What follows belongs to an exercise in optimizing a design on an open flow for small area, a short achievable clock period and few clock cycles; a production flow would make more cautious choices.
No run shown here included a check of the RTL's function; only the layout flow was run.
Power is estimated from default activity; no workload was simulated.

===== design/flow/design.v =====
module reuleaux(input logic clk, input logic rst_n, input logic [2:0] colour,
                input logic [7:0] centre_x, input logic [6:0] centre_y, input logic [7:0] diameter,
                input logic start, output logic done,
                output logic [7:0] vga_x, output logic [6:0] vga_y,
                output logic [2:0] vga_colour, output logic vga_plot);
function automatic logic [6:0] q1f(input logic [7:0] d);
    q1f[0] = 256'hf1e3c70c78f1e3c78e1c3870e1c3870e1c78f1e3c78f1e3c70e1c3870e1c3870 >> d;
    q1f[1] = 256'hfe03f8007f01fc07f01fc07f01fc07f01f80fe03f80fe03f80fe03f80fe03f80 >> d;
    q1f[2] = 256'hfffc00007ffe0007ffe0007ffe0007ffe000fffc000fffc000fffc000fffc000 >> d;
    q1f[3] = 256'h000000007ffffff80000007ffffff8000000fffffff0000000fffffff0000000 >> d;
    q1f[4] = 256'h000000007fffffffffffff80000000000000ffffffffffffff00000000000000 >> d;
    q1f[5] = 256'h000000007fffffffffffffffffffffffffff0000000000000000000000000000 >> d;
    q1f[6] = 256'h0000000f80000000000000000000000000000000000000000000000000000000 >> d;
endfunction
function automatic logic [6:0] q3f(input logic [7:0] d);
    q3f[0] = 256'h4c9b3669b366cd93264c9b366cd93264c9b24c9b366cd93264c9b366cd93264c >> d;
    q3f[1] = 256'h70e3c781c3870e1c3870e3c78f1e3c78f1c070e3c78f1e3c78f1c3870e1c3870 >> d;
    q3f[2] = 256'h7f03f801fc07f01fc07f03f80fe03f80fe007f03f80fe03f80fe03f80fe03f80 >> d;
    q3f[3] = 256'h7ffc0001fff8001fff8003fff0003fff00007ffc000fffc000fffc000fffc000 >> d;
    q3f[4] = 256'h80000001ffffffe0000003ffffffc00000007ffffff0000000fffffff0000000 >> d;
    q3f[5] = 256'h00000001fffffffffffffc000000000000007fffffffffffff00000000000000 >> d;
    q3f[6] = 256'h0000000e00000000000000000000000000038000000000000000000000000000 >> d;
endfunction
function automatic logic [8:0] add8(input logic [7:0] a, input logic [7:0] b, input logic cin);
    logic c;
    logic [8:0] s;
    c = cin;
    for (int i = 0; i < 8; i++) begin
        s[i] = a[i] ^ b[i] ^ c;
        c    = (a[i] & b[i]) | (a[i] & c) | (b[i] & c);
    end
    s[8] = c;
    add8 = s;
endfunction
function automatic logic [8:0] sub8(input logic [7:0] a, input logic [7:0] b);
    sub8 = add8(a, ~b, 1'b1);
endfunction
function automatic logic ge8(input logic [7:0] a, input logic [7:0] b);
    logic c;
    c = 1'b1;
    for (int i = 0; i < 8; i++) c = (a[i] & ~b[i]) | (a[i] & c) | (~b[i] & c);
    ge8 = c;
endfunction
function automatic logic ge_sum(input logic [8:0] a, input logic [8:0] b, input logic [8:0] c,
                                input logic cin);
    logic [8:0] t, k;
    logic cy;
    t  = a ^ b ^ c;
    k  = (a & b) | (a & c) | (b & c);
    cy = (t[0] & cin);
    for (int i = 1; i < 9; i++) cy = (t[i] & k[i-1]) | (t[i] & cy) | (k[i-1] & cy);
    ge_sum = k[8] | cy;
endfunction
function automatic logic lt160(input logic [7:0] x);
    lt160 = !(x[7] && (x[6] || x[5]));
endfunction
localparam logic [1:0] S_IDLE = 2'd0, S_SETUP = 2'd1, S_RUN = 2'd2, S_DONE = 2'd3;
logic [1:0] st;
logic [7:0] cx_r, d_r;
logic [6:0] cy_r;
logic [7:0] x1r, x2r;             
logic       f1, f2;               
logic [6:0] y1r, y3r;             
logic [6:0] h;
logic [8:0] x1w, x2w;
assign h   = d_r[7:1];
assign x1w = add8(cx_r, {1'b0, h}, 1'b0);
assign x2w = sub8(cx_r, {1'b0, h});
logic f1_now;
assign f1_now = x2w[8];
always_ff @(posedge clk) begin
    cx_r       <= centre_x;
    cy_r       <= centre_y;
    d_r        <= diameter;
    vga_colour <= colour;
    x1r        <= x1w[7:0];
    x2r        <= x2w[7:0];
    f1         <= x2w[8];
    f2         <= !x1w[8];
    y1r        <= cy_r + q1f(d_r);
    y3r        <= cy_r - q3f(d_r);
end
logic [7:0] ox;
logic [6:0] oy;
logic [8:0] crit;
logic       ph;                   
logic       swp;                  
logic       wfin;                 
logic       dec;                  
logic [6:0] noy;
logic [7:0] nox;
logic [8:0] ncrit;
logic       ndec, nstop, nswp;
always_comb begin
    logic [8:0] ca, cb;
    logic sa, sb;
    noy  = oy + 7'd1;
    ndec = !(crit[8] || crit == 9'd0);
    nox  = ndec ? ox - 8'd1 : ox;
    ca   = crit + {1'b0, oy, 1'b1};
    cb   = crit + {1'b0, oy, 1'b1} - {ox, 1'b0};
    ncrit = ndec ? cb : ca;
    sa   = ge8({1'b0, noy}, ox);
    sb   = (ox != 8'd0) && ge_sum({2'b0, noy}, 9'd1, {1'b1, ~ox}, 1'b1);    
    nstop = ndec ? sb : sa;
    nswp = swp | d_r[7] | ge_sum({2'b0, oy}, 9'd1, {2'b11, ~h}, 1'b1)     
               | ge_sum({2'b0, h}, 9'd1, {1'b1, ~ox}, 1'b1);               
end
logic [7:0] p, q;
assign p = ph ? {1'b0, oy} : ox;
assign q = ph ? ox : {1'b0, oy};
logic [5:0] ev;
always_comb begin
    logic [8:0] p9, q9, x1s, x2s, cxn, y1n, y3n;
    logic wa, wb, win, q_le_h;
    logic a1, a2, a3p, a3m, u, tp, tm;
    p9  = {1'b0, p};
    q9  = {1'b0, q};
    wa  = ge8(p, {1'b0, h}) & ge8({h, 1'b0}, p);
    wb  = ge_sum(p9, {1'b0, h, 1'b0}, 9'd256, 1'b0)                     
        & !ge_sum(p9, {2'b0, h}, 9'd255, 1'b0);                         
    q_le_h = ge8({1'b0, h}, q);
    x1s = {f2, x1r ^ {8{f2}}};
    a1  = f1 & (f2 ? wa : wb) & (f2 ^ !ge_sum(p9, x1s, f2 ? 9'd160 : 9'd352, 1'b0));
    x2s = {!f1, x2r ^ {8{!f1}}};
    a2  = f2 & (f1 ? wa : wb) & (!f1 ^ !ge_sum(p9, x2s, f1 ? 9'd352 : 9'd160, 1'b0));
    cxn = {1'b1, ~cx_r};
    a3p = f1 & f2 & q_le_h & !ge_sum(q9, {1'b0, cx_r}, 9'd352, 1'b0);
    a3m = f1 & f2 & q_le_h &  ge_sum(q9, cxn, 9'd160, 1'b0);
    y1n = {2'b11, ~y1r};
    y3n = {2'b11, ~y3r};
    u   = ge8({1'b0, y1r}, q) & ge_sum(q9, y1n, 9'd120, 1'b0);         
    tp  = ge_sum(p9, {2'b0, y3r}, y1n, 1'b1)                            
        & !ge_sum(p9, {2'b0, y3r}, 9'd392, 1'b0);                       
    tm  = !ge_sum(p9, {2'b0, y1r}, y3n, 1'b0)                           
        & ge_sum(p9, y3n, 9'd120, 1'b0);                                
    ev[0] = a1 & u;      
    ev[1] = a2 & u;      
    ev[2] = a3p & tp;    
    ev[3] = a3m & tp;    
    ev[4] = a3m & tm;    
    ev[5] = a3p & tm;    
end
logic [5:0] mask, pick, rem;
logic       mph, madv;            
assign pick = mask & (~mask + 6'd1);
assign rem  = mask & ~pick;
logic [7:0] pox, pp, pq;
logic [6:0] poy;
assign pox = ox + {7'd0, madv & dec};
assign poy = oy - {6'd0, madv};
assign pp  = mph ? {1'b0, poy} : pox;
assign pq  = mph ? pox : {1'b0, poy};
logic a12, selx1, xsub, sely3, ysub;
assign a12   = |pick[1:0];
assign selx1 = pick[0];
assign xsub  = (pick[0] & f2) | (pick[1] & !f1) | pick[3] | pick[4];
assign sely3 = ~a12;
assign ysub  = a12 | pick[4] | pick[5];
logic [7:0] px_c, px_o, py_o;
logic [6:0] py_c;
logic [8:0] pxs, pys;
always_comb begin
    px_c = selx1 ? x1r : pick[1] ? x2r : cx_r;
    px_o = a12 ? pp : pq;
    py_c = sely3 ? y3r : y1r;
    py_o = a12 ? pq : pp;
    pxs  = xsub ? sub8(px_c, px_o) : add8(px_c, px_o, 1'b0);
    pys  = ysub ? sub8({1'b0, py_c}, py_o) : add8({1'b0, py_c}, py_o, 1'b0);
end
logic load, adv;
assign load = (rem == 6'd0) && !wfin;
assign adv  = ph || !swp;
always_ff @(posedge clk) begin
    vga_x <= pxs[7:0];
    vga_y <= pys[6:0];
    if (!rst_n) begin
        st       <= S_IDLE;
        done     <= 1'b0;
        vga_plot <= 1'b0;
        mask     <= 6'd0;
        wfin     <= 1'b1;
    end else begin
        case (st)
        S_IDLE: begin
            vga_plot <= 1'b0;
            mask     <= 6'd0;
            wfin     <= 1'b1;
            if (start) st <= S_SETUP;
        end
        S_SETUP: begin
            if (!f1_now && !d_r[7]) begin
                st   <= S_DONE;
                done <= 1'b1;
            end else begin
                st   <= S_RUN;
                wfin <= 1'b0;
            end
        end
        S_RUN: begin
            vga_plot <= |mask;
            if (load) begin
                mask <= ev;
                if (adv) wfin <= nstop;
            end else begin
                mask <= rem;
            end
            if (wfin && mask == 6'd0) begin
                st   <= S_DONE;
                done <= 1'b1;
            end
        end
        S_DONE: begin
            vga_plot <= 1'b0;
            if (!start) begin
                st   <= S_IDLE;
                done <= 1'b0;
            end
        end
        endcase
    end
end
always_ff @(posedge clk) begin
    if (st == S_SETUP) begin
        ox   <= d_r;
        oy   <= 7'd0;
        crit <= 9'd1 - {1'b0, d_r};
        ph   <= 1'b0;
        swp  <= d_r[7] || d_r[7:1] == 7'd0;
    end else if (load) begin
        mph  <= ph;
        madv <= adv;
        if (adv) begin
            ox   <= nox;
            oy   <= noy;
            crit <= ncrit;
            dec  <= ndec;
            swp  <= nswp;
            ph   <= 1'b0;
        end else begin
            ph   <= 1'b1;
        end
    end
end
endmodule

===== design/flow/run.sh =====
#!/bin/bash
# synth_recipe.tcl (not shown) runs the flow's synth.tcl, then flattens the netlist and writes it again
# the make line also repeats each setting of config.mk as NAME=value (left out here)
make -C /OpenROAD-flow-scripts/flow DESIGN_CONFIG=/design/flow/config.mk WORK_HOME=/design/flow/orfs CLKGATE_MAP_FILE= SYNTH_SCRIPT=/design/flow/synth_recipe.tcl finish

===== design/flow/config.mk =====
export PLATFORM = sky130hd
export DESIGN_NAME = reuleaux
export DESIGN_NICKNAME = reuleaux
export VERILOG_FILES = /design/flow/design.v
export SDC_FILE = /design/flow/constraint.sdc
export NUM_CORES = 4
export LEC_CHECK = 0
export CAP_MARGIN = 20
export CORE_MARGIN = 2
export CORE_UTILIZATION = 40
export SLEW_MARGIN = 20

===== design/flow/constraint.sdc =====
create_clock -name core_clock -period 20.0 [get_ports {clk}]
set_input_delay 4.0000 -clock core_clock [delete_from_list [all_inputs] [get_ports {clk}]]
set_output_delay 4.0000 -clock core_clock [all_outputs]
set_load 0.01 [all_outputs]

==> summary.md, run 1 <==
| Metric | Value |
|---|---|
| CTS tree | built |
| Setup repair after global routing missed its margin | no |
| Core area | 0.0295 mm² |
| Worst endpoint data arrival time | 5.80 ns |
| Number of synthesized register bits | 112 |
| Area growth from synthesis to layout | 9.99% |
| Max Slew Vio Count | 0 |
| Seq/Total Area, Yosys | 20.6% |
| Skew final | 0.0123 ns |
| Starting utilization of the core area | 40.4% |
| Hold slack | 0.531 ns |
| Library cell used as clock root buffer | sky130_fd_sc_hd__clkbuf_16 |
| DIE HEIGHT | 177 µm |
| Worst path top cell family by delay | compound AO/OA/AOI/OAI gates |
| Critical Path Max Stage Delay | 0.66 ns |
| Pin count of the biggest net entering global routing | 82 |
| Final design utilization | 44.5% |
| Crit. End Element | flop |
| Syn Area/Cell | 8.43 µm² |
| Finish-stage setup viols | 0 |
| Gate count of the mapped netlist | 1,414 |
| Initial DRC count | 686 |
| Horizontal extent of the die | 177 µm |
| Crit path required time | 20.31 ns |
| Io pins | 49 |
| GRT Total Usage | 22.0% |
| Register-to-Register Path Depth | 14 |
| F_max | 0.182 GHz |
| Clock slew at the register clock pins of the worst setup and hold paths | 0.09 ns |
| Highest ir drop seen on vdd | 0.0598 mV |
| CP Max Fanout | 8 |
| Post-CTS setup repair buffer count | 0 |
| Diodes inserted | 0 |
| Commonest register cell after synthesis | sky130_fd_sc_hd__dfxtp_1 |
| Period utilisation layout | 27.5% |
| Number of global-route vias before repair | 9,878 |
| Clock latency at the later pin of the worst-skew pair | 0.37 ns |
| Top-area cell type share of the netlist area | 17.7% |
| Leakage power | 5.60 nW |
| Post-detailed-route count of antenna-violating nets | 0 |
| Cell type with the highest aggregate area in the netlist | sky130_fd_sc_hd__ha_1 |
| Hpwl dp | 24.8 mm |
| Number of distinct library cell variants in the gate-level netlist after synthesis | 75 |
| Combined area of all synthesized cells | 0.0119 mm² |
| Number of buffers created by CTS | 9 |
| Kind of critical path | input port to flop |
| Worst-margin pin slew | 0.977 ns |
| Shortest period the worst path allows | 5.49 ns |
| Weighted congestion at the end of routability-driven global placement | 0.928 |
| Hold-fix buffer count after cts | 0 |
| Syn_nets | 1,664 |
| Detailed Routing Iterations Pass 1 | 5 |
| Max H-tree Level | 3 |
| Top cells by count, synth | 169 x sky130_fd_sc_hd__ha_1, 124 x sky130_fd_sc_hd__nand2_1, 118 x sky130_fd_sc_hd__inv_1 |
| Vias per cell | 5.65 |
| Min-Delay Path Depth | 1 |
| Critical Path Slowest Stage Cell | sky130_fd_sc_hd__clkdlybuf4s50_1 |
| HP Class | flop to flop |
| Detail-routed net length per standard cell | 18.4 µm |
| Number of cell rows | 63 |
| Asr flop ratio synth | 0% |
| Number of hold violations in the final report | 0 |
| DRC violations left | 0 |
| Antenna violations before repair | 0 |
| Startpoint class of the critical path | input port |
| Design area | 0.0131 mm² |
| Total of buffers placed on input and output ports | 48 |
| Worst-case clock buffer depth | 2 |
| Critical Path, Cell by Cell | clkdlybuf4s50_1 > nand2_1 > nor2_1 > o311ai_0 > a211oi_1 > o311ai_0 > nor2_1 > a2bb2oi_1 |
| Global-route wire length before repair | 53.6 mm |
| Total vias in the final route | 10,300 |
| Post-cts gate resize count | 0 |
| Combined buffer and inverter count along the critical path | 1 |
| Ratio of cells with drive above 1 in the final layout | 4.41% |
| Power density relative to cell area | 127 mW/mm² |
| Number of cells on the critical path | 8 |
| Count of flip-flops with a built-in enable after synthesis | 21 |
| Worst relative slew slack | 34.8% |
| Dpl cell area | 0.0128 mm² |
| Die area | 0.0312 mm² |
| Congestion Overflow GR | 0 |
| Clock net sink count | 112 |
| Total number of nets in the final design | 1,672 |
| Setup TNS | 0 ns |
| Cells taking the most area after synthesis | sky130_fd_sc_hd__ha_1 18%, sky130_fd_sc_hd__dfxtp_1 15%, sky130_fd_sc_hd__fa_1 8.7% |
| Power Total | 1.67 mW |
| Total number of yosys warnings | 1 |
| Number of maximum-capacitance violations | 0 |
| Cell with the most instances after synthesis | sky130_fd_sc_hd__ha_1 |
| Run status | complete, no violations |
| Detailed-route wire length | 33.5 mm |
power by group:
| part | leakage [nW] | switching, mW | internal [mW] |
|---|---|---|---|
| Sequential | 0.958 | 0.0699 | 0.312 |
| Clock | 0.157 | 0.104 | 0.103 |
| Combinational | 4.49 | 0.619 | 0.463 |
| Total | 5.60 | 0.792 | 0.878 |
registers in the layout, summed over array words and instances, names as in the netlist, 2 cells and up:
register	cells
crit	9
oy	7
mask	6
x2r	7
x1r	8
vga_y	7
y1r	7
st	2
vga_colour	3
d_r	8
y3r	7
cx_r	8
vga_x	8
ox	8
cy_r	7
through the flow:
stage	setup WS, ns	instances
3_5_place_dp	14.10	1801
2_1_floorplan	15.06	1414
6_report	14.51	1817
4_1_cts	14.49	1817
5_1_grt	14.35	1817
3_3_place_gp	14.17	1801
layout make-up:
type | instances | area, µm²
Inverter | 122 | 458
Sequential cell | 112 | 2460
Tap cell | 390 | 488
Multi-Input combinational cell | 1107 | 8720
Clock buffer | 9 | 225
Clock inverter | 7 | 106
Timing Repair Buffer | 70 | 646
Fill cell | 2941 | 16400
layout by cell type (no fill, tap or decap), drive strengths merged, types with 22 or more instances in the layout:
cell type	n
ha	169
nand2	124
inv	123
o21ai	109
a21oi	103
nor2	102
dfxtp	91
xnor2	53
fa	52
clkdlybuf4s50	48
mux2i	47
maj3	32
nor3	25
xor2	24
buf	22
kinds of logic (layout without fill, tap and decap cells):
kind of cell | Yosys count | in the layout | synth area share [%]
compound gates | 389 | 389 | 20.8
xor+xnor | 77 | 77 | 5.66
fa+ha+maj | 253 | 253 | 29.2
buf+inv | 195 | 208 | 6.20
flops | 112 | 112 | 20.6
mux | 55 | 55 | 5.08
simple gates | 333 | 333 | 12.5
final timing paths:
check,from,to,slack (ns)
setup / recovery,rst_n,mask[1]$_SDFFE_PN0P_,14.51
hold / removal,cy_r[0]$_DFF_P_,y1r[0]$_DFF_P_,0.53
setup reg to reg,mask[0]$_SDFFE_PN0P_,vga_x[7]$_DFF_P_,14.95
hold reg to reg,cy_r[0]$_DFF_P_,y1r[0]$_DFF_P_,0.53
routing by layer:
| metal | GRT usage [%] | wire [µm] |
|---|---|---|
| met1 | 29.5 | 15300 |
| met2 | 36.5 | 15500 |
| met3 | 2.82 | 1800 |
| met4 | 7.16 | 889 |
| met5 | 0 | 0 |
==> run 2: changes to the inputs <==
--- a/design/flow/config.mk
+++ b/design/flow/config.mk
@@ -5,6 +5,7 @@
 export SDC_FILE = /design/flow/constraint.sdc
 export NUM_CORES = 4
 export LEC_CHECK = 0
+export ABC_AREA = 1
 export CAP_MARGIN = 20
 export CORE_MARGIN = 2
 export CORE_UTILIZATION = 40
==> summary.md, run 2 <==
| Metric | Value |
|---|---|
| Total number of nets in the final design | 1,885 (+13%) |
| F_max | 0.187 GHz (+2.7%) |
| Startpoint class of the critical path | flop |
| Area share of and/or/nand/nor cells after synthesis | 19.2% (+6.7 points) |
| Clock slew at the register clock pins of the worst setup and hold paths | 0.08 ns (about the same) |
| Crit. End Element | flop |
| Power density relative to cell area | 134 mW/mm² (+5.1%) |
| Register-to-Register Path Depth | 15 (+1) |
| Final-layout fill cell count | 2,954 (+0.44%) |
| Detail-routed net length per standard cell | 17.7 µm (-3.7%) |
| Clock network power share | 11.5% (-0.9 points) |
| CP Max Fanout | 37 (+29) |
| Total number of yosys warnings | 1 (unchanged) |
| Post-detailed-route count of antenna-violating nets | 0 (unchanged) |
| Clock latency at the later pin of the worst-skew pair | 0.38 ns (about the same) |
| Diodes inserted | 0 (unchanged) |
| Crit path required time | 20.27 ns (-0.04 ns) |
| Finish-stage setup viols | 0 (unchanged) |
| Gate count of the mapped netlist | 1,603 (+13%) |
| Initial DRC count | 1,032 (+50%) |
| Io pins | 49 (unchanged) |
| Source of the worst hold timing path | done$_SDFFE_PN0P_ |
| Syn_nets | 1,853 (+11%) |
| Starting utilization of the core area | 40.8% (+0.36 points) |
| Post-CTS setup repair buffer count | 0 (unchanged) |
| Number of buffers created by CTS | 9 (unchanged) |
| Register with the most flip-flops | crit |
| GRT Total Usage | 24.0% (+2.0 points) |
| Hold-fix buffer count after cts | 0 (unchanged) |
| Total of buffers placed on input and output ports | 48 (unchanged) |
| Detailed Routing Iterations Pass 1 | 6 (+1) |
| Commonest non-fill, non-tap cell in the layout | sky130_fd_sc_hd__nand2_1 |
| Combined area of all synthesized cells | 0.0118 mm² (-1.2%) |
| Cell type with the highest aggregate area in the netlist | sky130_fd_sc_hd__ha_1 |
| Top cells by count, synth | 357 x sky130_fd_sc_hd__nand2_1, 226 x sky130_fd_sc_hd__inv_1, 169 x sky130_fd_sc_hd__ha_1 |
| Worst relative slew slack | 33.3% (-1.5 points) |
| Power Total | 1.74 mW (+4.0%) |
| Hold slack | 0.444 ns (-0.0871 ns) |
| Seq/Total Area, Yosys | 20.8% (+0.26 points) |
| Horizontal extent of the die | 176 µm (-0.61%) |
| Worst-case hold path end point | done$_SDFFE_PN0P_ |
| Setup TNS | 0 ns (unchanged) |
| Detailed-route wire length | 35.9 mm (+7.2%) |
| Library cell used as clock root buffer | sky130_fd_sc_hd__clkbuf_16 |
| Area growth from synthesis to layout | 10.2% |
| Period utilisation layout | 26.7% (-0.72 points) |
| DRC violations left | 0 (unchanged) |
| Number of cell rows | 62 (-1.6%) |
| Commonest register cell after synthesis | sky130_fd_sc_hd__dfxtp_1 |
| Clock net sink count | 112 (unchanged) |
| Fraction of power spent switching nets | 50.3% (+2.9 points) |
| Slack of the worst reg-to-reg path | 14.65 ns (-0.30 ns) |
| Max H-tree Level | 3 (unchanged) |
| Count of flip-flops with a built-in enable after synthesis | 21 (unchanged) |
| Main combinational cell family by area after synthesis | adder cells |
| CTS tree | built |
| Number of global-route vias before repair | 10,700 (+8.4%) |
| Top-area cell type share of the netlist area | 18.0% (+0.22 points) |
| DIE HEIGHT | 176 µm (-0.61%) |
| Post-cts gate resize count | 0 (unchanged) |
| Leakage power | 6.23 nW (+11%) |
| Commonest non-fill, non-tap cells in the layout | 357 x sky130_fd_sc_hd__nand2_1, 226 x sky130_fd_sc_hd__inv_1, 169 x sky130_fd_sc_hd__ha_1 |
| Instance count after placement with tap cells included | 2,007 (+11%) |
| Cells taking the most area after synthesis | sky130_fd_sc_hd__ha_1 18%, sky130_fd_sc_hd__dfxtp_1 15%, sky130_fd_sc_hd__nand2_1 11% |
| Cell internal pwr | 864 µW (-1.7%) |
| Cell with the most instances after synthesis | sky130_fd_sc_hd__nand2_1 |
| Skew final | 0.0154 ns (+0.00313 ns) |
| Number of synthesized register bits | 112 (unchanged) |
| Pin count of the biggest net entering global routing | 38 (-54%) |
| Max reg flops | 9 (unchanged) |
| Number of distinct library cell variants in the gate-level netlist after synthesis | 63 (-16%) |
| Reg-to-Reg Start | mask[0]$_SDFFE_PN0P_ |
| Synthesized-area fraction occupied by adder cells | 26.8% (-2.4 points) |
| Critical register-to-register path endpoint | vga_x[7]$_DFF_P_ |
| Global-route wire length before repair | 57.8 mm (+7.8%) |
| Worst endpoint data arrival time | 5.62 ns (-0.18 ns) |
| Syn Area/Cell | 7.34 µm² (-13%) |
| Kind of critical path | flop to flop |
| Vias per cell | 5.41 (-4.2%) |
| Max Slew Vio Count | 0 (unchanged) |
| Fraction of power consumed by sequential logic | 22.1% (-0.8 points) |
| Min-Delay Path Depth | 2 (+1) |
| Setup repair after global routing missed its margin | no |
| Mux share of post-synthesis cell area | 0.191% (-4.9 points) |
| Core area | 0.0289 mm² (-2.1%) |
| Asr flop ratio synth | 0% (unchanged) |
| HP Class | flop to flop |
| Count of placed standard cells in the final layout, fillers left out | 2,024 (+11%) |
| Antenna violations before repair | 0 (unchanged) |
| Weighted congestion at the end of routability-driven global placement | 0.934 (+0.64%) |
| Number of hold violations in the final report | 0 (unchanged) |
| Run status | complete, no violations |
| Congestion Overflow GR | 0 (unchanged) |
| Worst-case clock buffer depth | 2 (unchanged) |
| Synth Area in XOR/XNOR | 3.87% (-1.8 points) |
| Comb pwr share | 66.4% (+1.7 points) |
| Worst-margin pin slew | 1.00 ns (+0.0229 ns) |
| Hpwl dp | 27.3 mm (+9.8%) |
| Power spent charging and discharging nets | 873 µW (+10%) |
| Die area | 0.0308 mm² (-1.2%) |
| Compound-cell area share of the yosys netlist | 19.8% (-1.0 points) |
| Shortest period the worst path allows | 5.35 ns (-0.145 ns) |
| Highest ir drop seen on vdd | 0.0562 mV (-5.9%) |
| Ratio of cells with drive above 1 in the final layout | 3.90% (-0.51 points) |
| Number of maximum-capacitance violations | 0 (unchanged) |
| Total vias in the final route | 11,000 (+6.7%) |
-- run 2: cell count changes in the layout (fill, tap and decap cells not counted), moves of 16 or more --
cell and change:
sky130_fd_sc_hd__mux2i_1 -47, sky130_fd_sc_hd__maj3_1 -28, sky130_fd_sc_hd__nand3_1 +24, sky130_fd_sc_hd__xor2_1 +16
sky130_fd_sc_hd__nand2_1 +233, sky130_fd_sc_hd__a21oi_1 -32, sky130_fd_sc_hd__o21ai_0 +31, sky130_fd_sc_hd__nor2_1 +16
sky130_fd_sc_hd__xnor2_1 -41, sky130_fd_sc_hd__inv_1 +108
-- run 2: logic make-up after synthesis --
kind of cell / count (synthesis)
simple gates: 555
flops: 112
buf+inv: 284
fa+ha+maj: 221
mux: 2
xor+xnor: 52
compound gates: 377
-- run 2: worst max path at each step --
stage	start	endpoint	slack, ns
after detailed placement	mask[0]$_SDFFE_PN0P_	vga_x[7]$_DFF_P_	14.69
after global routing	mask[0]$_SDFFE_PN0P_	vga_x[7]$_DFF_P_	14.26
after global placement	mask[0]$_SDFFE_PN0P_	vga_x[7]$_DFF_P_	14.77
final	mask[0]$_SDFFE_PN0P_	vga_x[7]$_DFF_P_	14.65
after CTS	mask[0]$_SDFFE_PN0P_	vga_x[7]$_DFF_P_	14.67
after floorplan	start	done$_SDFFE_PN0P_	15.26
-- run 2: metal layers --
| layer | track usage [%] | up-vias | part of all wire [%] |
|---|---|---|---|
| met3 | 3.07 | 78 | 5.6 |
| met4 | 10.3 | 0 | 4.0 |
| li1 | - | 5402 | - |
| met1 | 30.6 | 5086 | 43 |
| met2 | 40.9 | 390 | 47 |
| met5 | 0 | - | 0 |
-- run 2: power groups by stage --
| stage | clock (mW) | combinational (mW) | sequential (mW) |
|---|---|---|---|
| floorplan | 0 | 0.836 | 0.368 |
| global placement | 0 | 1.12 | 0.387 |
| detailed placement | 0 | 1.14 | 0.388 |
| CTS | 0.203 | 1.15 | 0.383 |
| global route | 0.213 | 1.33 | 0.393 |
| finish | 0.199 | 1.15 | 0.384 |
-- run 2: through the flow --
| step | utilization (%) | worst slack (ns) | area, µm² |
|---|---|---|---|
| finish | 44.9 | 14.65 | 13000 |
| global route | 44.9 | 14.26 | 13000 |
| CTS | 44.9 | 14.67 | 13000 |
| detailed placement | 43.8 | 14.69 | 12700 |
| global placement | 43.8 | 14.77 | 12700 |
| floorplan | - | 15.26 | 11800 |
-- run 2: cell type report --
cell class,instances,area [µm²],area share (%)
Clock buffer,9,225,1.74
Inverter,240,906,6.98
Clock inverter,7,86.3,0.666
Multi-Input combinational cell,1207,8210,63.3
Timing Repair Buffer,65,608,4.69
Tap cell,384,480,3.70
Sequential cell,112,2450,18.9
-- run 2: critical path: stages, from the launching register on --
cell	delay, ns
sky130_fd_sc_hd__dfxtp_1	0.57
sky130_fd_sc_hd__clkinv_4	0.11
sky130_fd_sc_hd__nand2_4	0.21
sky130_fd_sc_hd__clkinv_1	0.69
sky130_fd_sc_hd__o21ai_0	0.53
sky130_fd_sc_hd__ha_1	0.21
sky130_fd_sc_hd__inv_1	0.05
sky130_fd_sc_hd__fa_1	0.38
sky130_fd_sc_hd__fa_1	0.39
sky130_fd_sc_hd__fa_1	0.41
sky130_fd_sc_hd__fa_1	0.39
sky130_fd_sc_hd__fa_1	0.39
sky130_fd_sc_hd__fa_1	0.36
sky130_fd_sc_hd__mux2_2	0.27
sky130_fd_sc_hd__xor2_1	0.15
sky130_fd_sc_hd__xnor2_1	0.13
==> run 3: changes to the inputs <==
==> design/flow/flow/run.sh (new file) <==
#!/bin/bash
# The standard layout (the standard.sh: standard synthesis, then ORFS to
# finish), with one change: the buffers that ORFS puts on every input and
# output port are sky130_fd_sc_hd__buf_2 instead of the resizer's default pick.
set -euo pipefail
export BUFFER_PORTS_ARGS="-buffer_cell sky130_fd_sc_hd__buf_2"
bash standard.sh > standard.log 2>&1
==> design/flow/standard.sh (new file) <==
#!/bin/bash
# synth_recipe.tcl (not shown) runs the flow's synth.tcl, then flattens the netlist and writes it again
# the make line also repeats each setting of config.mk as NAME=value (left out here)
make -C /OpenROAD-flow-scripts/flow DESIGN_CONFIG=/design/flow/config.mk WORK_HOME=/design/flow/orfs CLKGATE_MAP_FILE= SYNTH_SCRIPT=/design/flow/synth_recipe.tcl "${@:-finish}"
removed: design/flow/run.sh
==> summary.md, run 3 <==
| Metric | Value |
|---|---|
| Crit path required time | 20.29 ns (+0.02 ns) |
| CP Max Fanout | 37 (unchanged) |
| Detailed-route wire length | 35.9 mm (about the same) |
| GR met1 Demand/Resource | 29.9% (-0.66 points) |
| Max Slew Vio Count | 0 (unchanged) |
| Critical Path Max Stage Delay | 0.67 ns (-0.02 ns) |
| Total of buffers placed on input and output ports | 48 (unchanged) |
| Power density relative to cell area | 135 mW/mm² (+1.1%) |
| Cells taking the most area after synthesis | sky130_fd_sc_hd__ha_1 18%, sky130_fd_sc_hd__dfxtp_1 15%, sky130_fd_sc_hd__nand2_1 11% |
| Detailed Routing Iterations Pass 1 | 5 (-1) |
| Worst path most repeated cell | sky130_fd_sc_hd__fa_1 |
| Setup repair after global routing missed its margin | no |
| Number of global-route vias before repair | 10,500 (-2.2%) |
| DRC violations left | 0 (unchanged) |
| Syn_nets | 1,853 (unchanged) |
| HP Class | flop to flop |
| Met3 usage in global routing | 3.55% (+0.48 points) |
| Seq/Total Area, Yosys | 20.8% (unchanged) |
| Vias per cell | 5.38 (-0.59%) |
| Worst-margin pin slew | 1.12 ns (+0.117 ns) |
| Highest ir drop seen on vdd | 0.0525 mV (-6.6%) |
| Max reg flops | 9 (unchanged) |
| Most used routing layer | met2 |
| Register with the most flip-flops | crit |
| Critical Path Slowest Stage Cell | sky130_fd_sc_hd__clkinv_1 |
| Syn Area/Cell | 7.34 µm² (unchanged) |
| Kind of critical path | flop to flop |
| Worst relative slew slack | 24.7% (-8.5 points) |
| Combined area of all synthesized cells | 0.0118 mm² (unchanged) |
| Commonest non-fill, non-tap cell in the layout | sky130_fd_sc_hd__nand2_1 |
| Number of distinct library cell variants in the gate-level netlist after synthesis | 63 (unchanged) |
| Setup TNS | 0 ns (unchanged) |
| Count of flip-flops with a built-in enable after synthesis | 21 (unchanged) |
| Skew final | 0.0177 ns (+0.00233 ns) |
| Critical register-to-register path endpoint | vga_x[7]$_DFF_P_ |
| Top cells by count, synth | 357 x sky130_fd_sc_hd__nand2_1, 226 x sky130_fd_sc_hd__inv_1, 169 x sky130_fd_sc_hd__ha_1 |
| Shortest period the worst path allows | 5.28 ns (-0.0643 ns) |
| Global-route wire length before repair | 56.8 mm (-1.7%) |
| Die area | 0.0308 mm² (unchanged) |
| Initial DRC count | 776 (-25%) |
| Launch point of the critical path | mask[0]$_SDFFE_PN0P_ |
| Instance count after placement with tap cells included | 2,004 (-0.15%) |
| Total number of nets in the final design | 1,881 (-0.21%) |
| Post-cts gate resize count | 0 (unchanged) |
| Critical Path, Cell by Cell | clkinv_4 > nand2_4 > clkinv_1 > o21ai_0 > ha_1 > inv_1 > fa_1 > fa_1 > fa_1 > fa_1 > fa_1 > fa_1 > mux2_2 > xor2_1 > xnor2_1 |
| Commonest non-fill, non-tap cells in the layout | 357 x sky130_fd_sc_hd__nand2_1, 226 x sky130_fd_sc_hd__inv_1, 169 x sky130_fd_sc_hd__ha_1 |
| Startpoint class of the critical path | flop |
| Cell with the most instances after synthesis | sky130_fd_sc_hd__nand2_1 |
| Cell type with the highest aggregate area in the netlist | sky130_fd_sc_hd__ha_1 |
| Slack of the worst reg-to-reg path | 14.72 ns (+0.06 ns) |
| Horizontal extent of the die | 176 µm (unchanged) |
| DIE HEIGHT | 176 µm (unchanged) |
| Number of maximum-capacitance violations | 0 (unchanged) |
| Clock slew at the register clock pins of the worst setup and hold paths | 0.09 ns (about the same) |
| Detail-routed net length per standard cell | 17.8 µm (+0.29%) |
| Congestion Overflow GR | 0 (unchanged) |
| Finish-stage setup viols | 0 (unchanged) |
| Area growth from synthesis to layout | 8.09% |
| Worst-case clock buffer depth | 2 (unchanged) |
| Diodes inserted | 0 (unchanged) |
| Weighted congestion at the end of routability-driven global placement | 0.967 (+3.6%) |
| Total vias in the final route | 10,900 (-0.78%) |
| Crit. End Element | flop |
| Asr flop ratio synth | 0% (unchanged) |
| Post-detailed-route count of antenna-violating nets | 0 (unchanged) |
| Met2 global-route usage | 40.4% (-0.49 points) |
| Number of hold violations in the final report | 0 (unchanged) |
| Worst path top cell family by delay | adder cells |
| Final-layout fill cell count | 2,994 (+1.4%) |
| Pin count of the biggest net entering global routing | 38 (unchanged) |
| Top-area cell type share of the netlist area | 18.0% (unchanged) |
| Ratio of cells with drive above 1 in the final layout | 6.60% (+2.7 points) |
| Hpwl dp | 27.4 mm (+0.69%) |
| Core area | 0.0289 mm² (unchanged) |
| Reg-to-Reg Start | mask[0]$_SDFFE_PN0P_ |
| Number of cells on the critical path | 15 (unchanged) |
| Total number of yosys warnings | 1 (unchanged) |
| Register-to-Register Path Depth | 15 (unchanged) |
| GRT Total Usage | 23.9% (-0.075 points) |
| Number of synthesized register bits | 112 (unchanged) |
| CTS tree | built |
| Library cell used as clock root buffer | sky130_fd_sc_hd__clkbuf_16 |
| Hold-fix buffer count after cts | 0 (unchanged) |
| Number of buffers created by CTS | 9 (unchanged) |
| Gate count of the mapped netlist | 1,603 (unchanged) |
| Clock net sink count | 112 (unchanged) |
| Leakage power | 6.22 nW (-0.21%) |
| F_max | 0.189 GHz (+1.2%) |
| Count of placed standard cells in the final layout, fillers left out | 2,020 (-0.20%) |
| Worst endpoint data arrival time | 5.57 ns (-0.05 ns) |
| Endpoint of the most critical setup path | vga_x[7]$_DFF_P_ |
| Combined buffer and inverter count along the critical path | 3 (unchanged) |
| Post-CTS setup repair buffer count | 0 (unchanged) |
| Max H-tree Level | 3 (unchanged) |
| Clock latency at the later pin of the worst-skew pair | 0.40 ns (+0.02 ns) |
| Number of cell rows | 62 (unchanged) |
| Run status | complete, no violations |
| Period utilisation layout | 26.4% (-0.32 points) |
| Starting utilization of the core area | 40.8% (unchanged) |
| Antenna violations before repair | 0 (unchanged) |
| Io pins | 49 (unchanged) |
| Commonest register cell after synthesis | sky130_fd_sc_hd__dfxtp_1 |
run 3: changes by cell type in the layout (fill, tap and decap cells not counted):
cell	delta
sky130_fd_sc_hd__buf_2	+48
sky130_fd_sc_hd__buf_4	-3
sky130_fd_sc_hd__clkbuf_16	+1
sky130_fd_sc_hd__clkbuf_4	-1
sky130_fd_sc_hd__clkdlybuf4s50_1	-48
sky130_fd_sc_hd__clkinv_2	-1
sky130_fd_sc_hd__clkinv_4	-2
sky130_fd_sc_hd__clkinvlp_4	+2
run 3: worst min-delay path by stage:
stage	startpoint	end	slack (ns)	cells after the start
4_1_cts	done$_SDFFE_PN0P_	done$_SDFFE_PN0P_	0.45	2
3_3_place_gp	done$_SDFFE_PN0P_	done$_SDFFE_PN0P_	0.43	2
2_1_floorplan	ph$_SDFFE_PP0P_	mph$_DFFE_PP_	0.43	0
3_5_place_dp	done$_SDFFE_PN0P_	done$_SDFFE_PN0P_	0.44	2
5_1_grt	done$_SDFFE_PN0P_	done$_SDFFE_PN0P_	0.48	2
6_report	done$_SDFFE_PN0P_	done$_SDFFE_PN0P_	0.44	2
run 3: through the flow:
step	area (µm²)	worst slack (ns)	utilization [%]	hold slack, ns	power [mW]
floorplan	11800	15.26	-	0.433	1.20
global placement	12400	14.82	42.9	0.431	1.49
detailed placement	12400	14.72	42.9	0.438	1.51
CTS	12700	14.71	44.1	0.452	1.73
global route	12700	14.33	44.1	0.484	1.92
finish	12700	14.72	44.1	0.444	1.72
run 3: metal layers:
layer  wire length, µm  vias to the layer above
met2             16800                      370
li1                  -                     5395
met3              1980                      103
met1             15400                     5002
met5                 0                        -
met4              1690                        0
run 3: cell type report:
class	instances	area [µm²]	share of cell area (%)
multi-input combinational	1207	8210	64.6
sequential	112	2450	19.3
inverter	240	906	7.12
tap	384	480	3.78
timing repair buffer	61	338	2.66
clock buffer	10	250	1.97
clock inverter	6	78.8	0.620
run 3: where the power goes:
group	switching, mW	leakage, nW	internal [mW]
clock	0.100	0.156	0.108
sequential	0.0691	0.957	0.314
combinational	0.705	5.11	0.425
total	0.874	6.22	0.847
run 3: cell families after synthesis:
| logic type | share of synthesized area, % |
|---|---|
| compound gates | 19.8 |
| mux | 0.191 |
| fa+ha+maj | 26.8 |
| buf+inv | 9.36 |
| simple gates | 19.2 |
| flops | 20.8 |
| xor+xnor | 3.87 |
run 3: tightest hold or removal path: stages (launching register included):
cell and delay [ns]:
sky130_fd_sc_hd__dfxtp_1 0.31, sky130_fd_sc_hd__inv_1 0.04, sky130_fd_sc_hd__a21oi_1 0.05

-- static timing again, ports no longer ideal --
The flow's constraints put no driver on any port. The routed layouts listed below were extracted and timed again, unchanged, in two steps. Step 1 (the two cells are an assumption about what drives the block):
set clk [get_ports {clk}]
set_driving_cell -lib_cell sky130_fd_sc_hd__clkbuf_16 $clk
set_driving_cell -lib_cell sky130_fd_sc_hd__buf_2 [delete_from_list [all_inputs] $clk]
Step 2, shift: input delay + t, output delay - t, t = (earliest + latest rising clock arrival at the registers) / 2. This alone moves slack from input paths to output paths. Slacks: ideal ports / drivers / drivers and shift; pairs: ideal ports / drivers.
run | shift t [ns] | setup slack, ns | hold WS [ns] | worst setup path at the end | pins driven straight from the clock port
run 1 | 0.416 | 14.507 / 14.530 / 14.114 | 0.531 / 0.531 / 0.531 | input to register | 1
run 2 | 0.423 | 14.651 / 14.651 / 14.651 | 0.444 / 0.444 / 0.444 | register to register | 1
run 3 | 0.435 | 14.716 / 14.716 / 14.716 | 0.444 / 0.444 / 0.444 | register to register | 1
After both steps setup and hold are still met in every run listed. The setup slack of run 1, which loses most, moves by +0.023 ns with the drivers and by -0.393 ns with both steps.
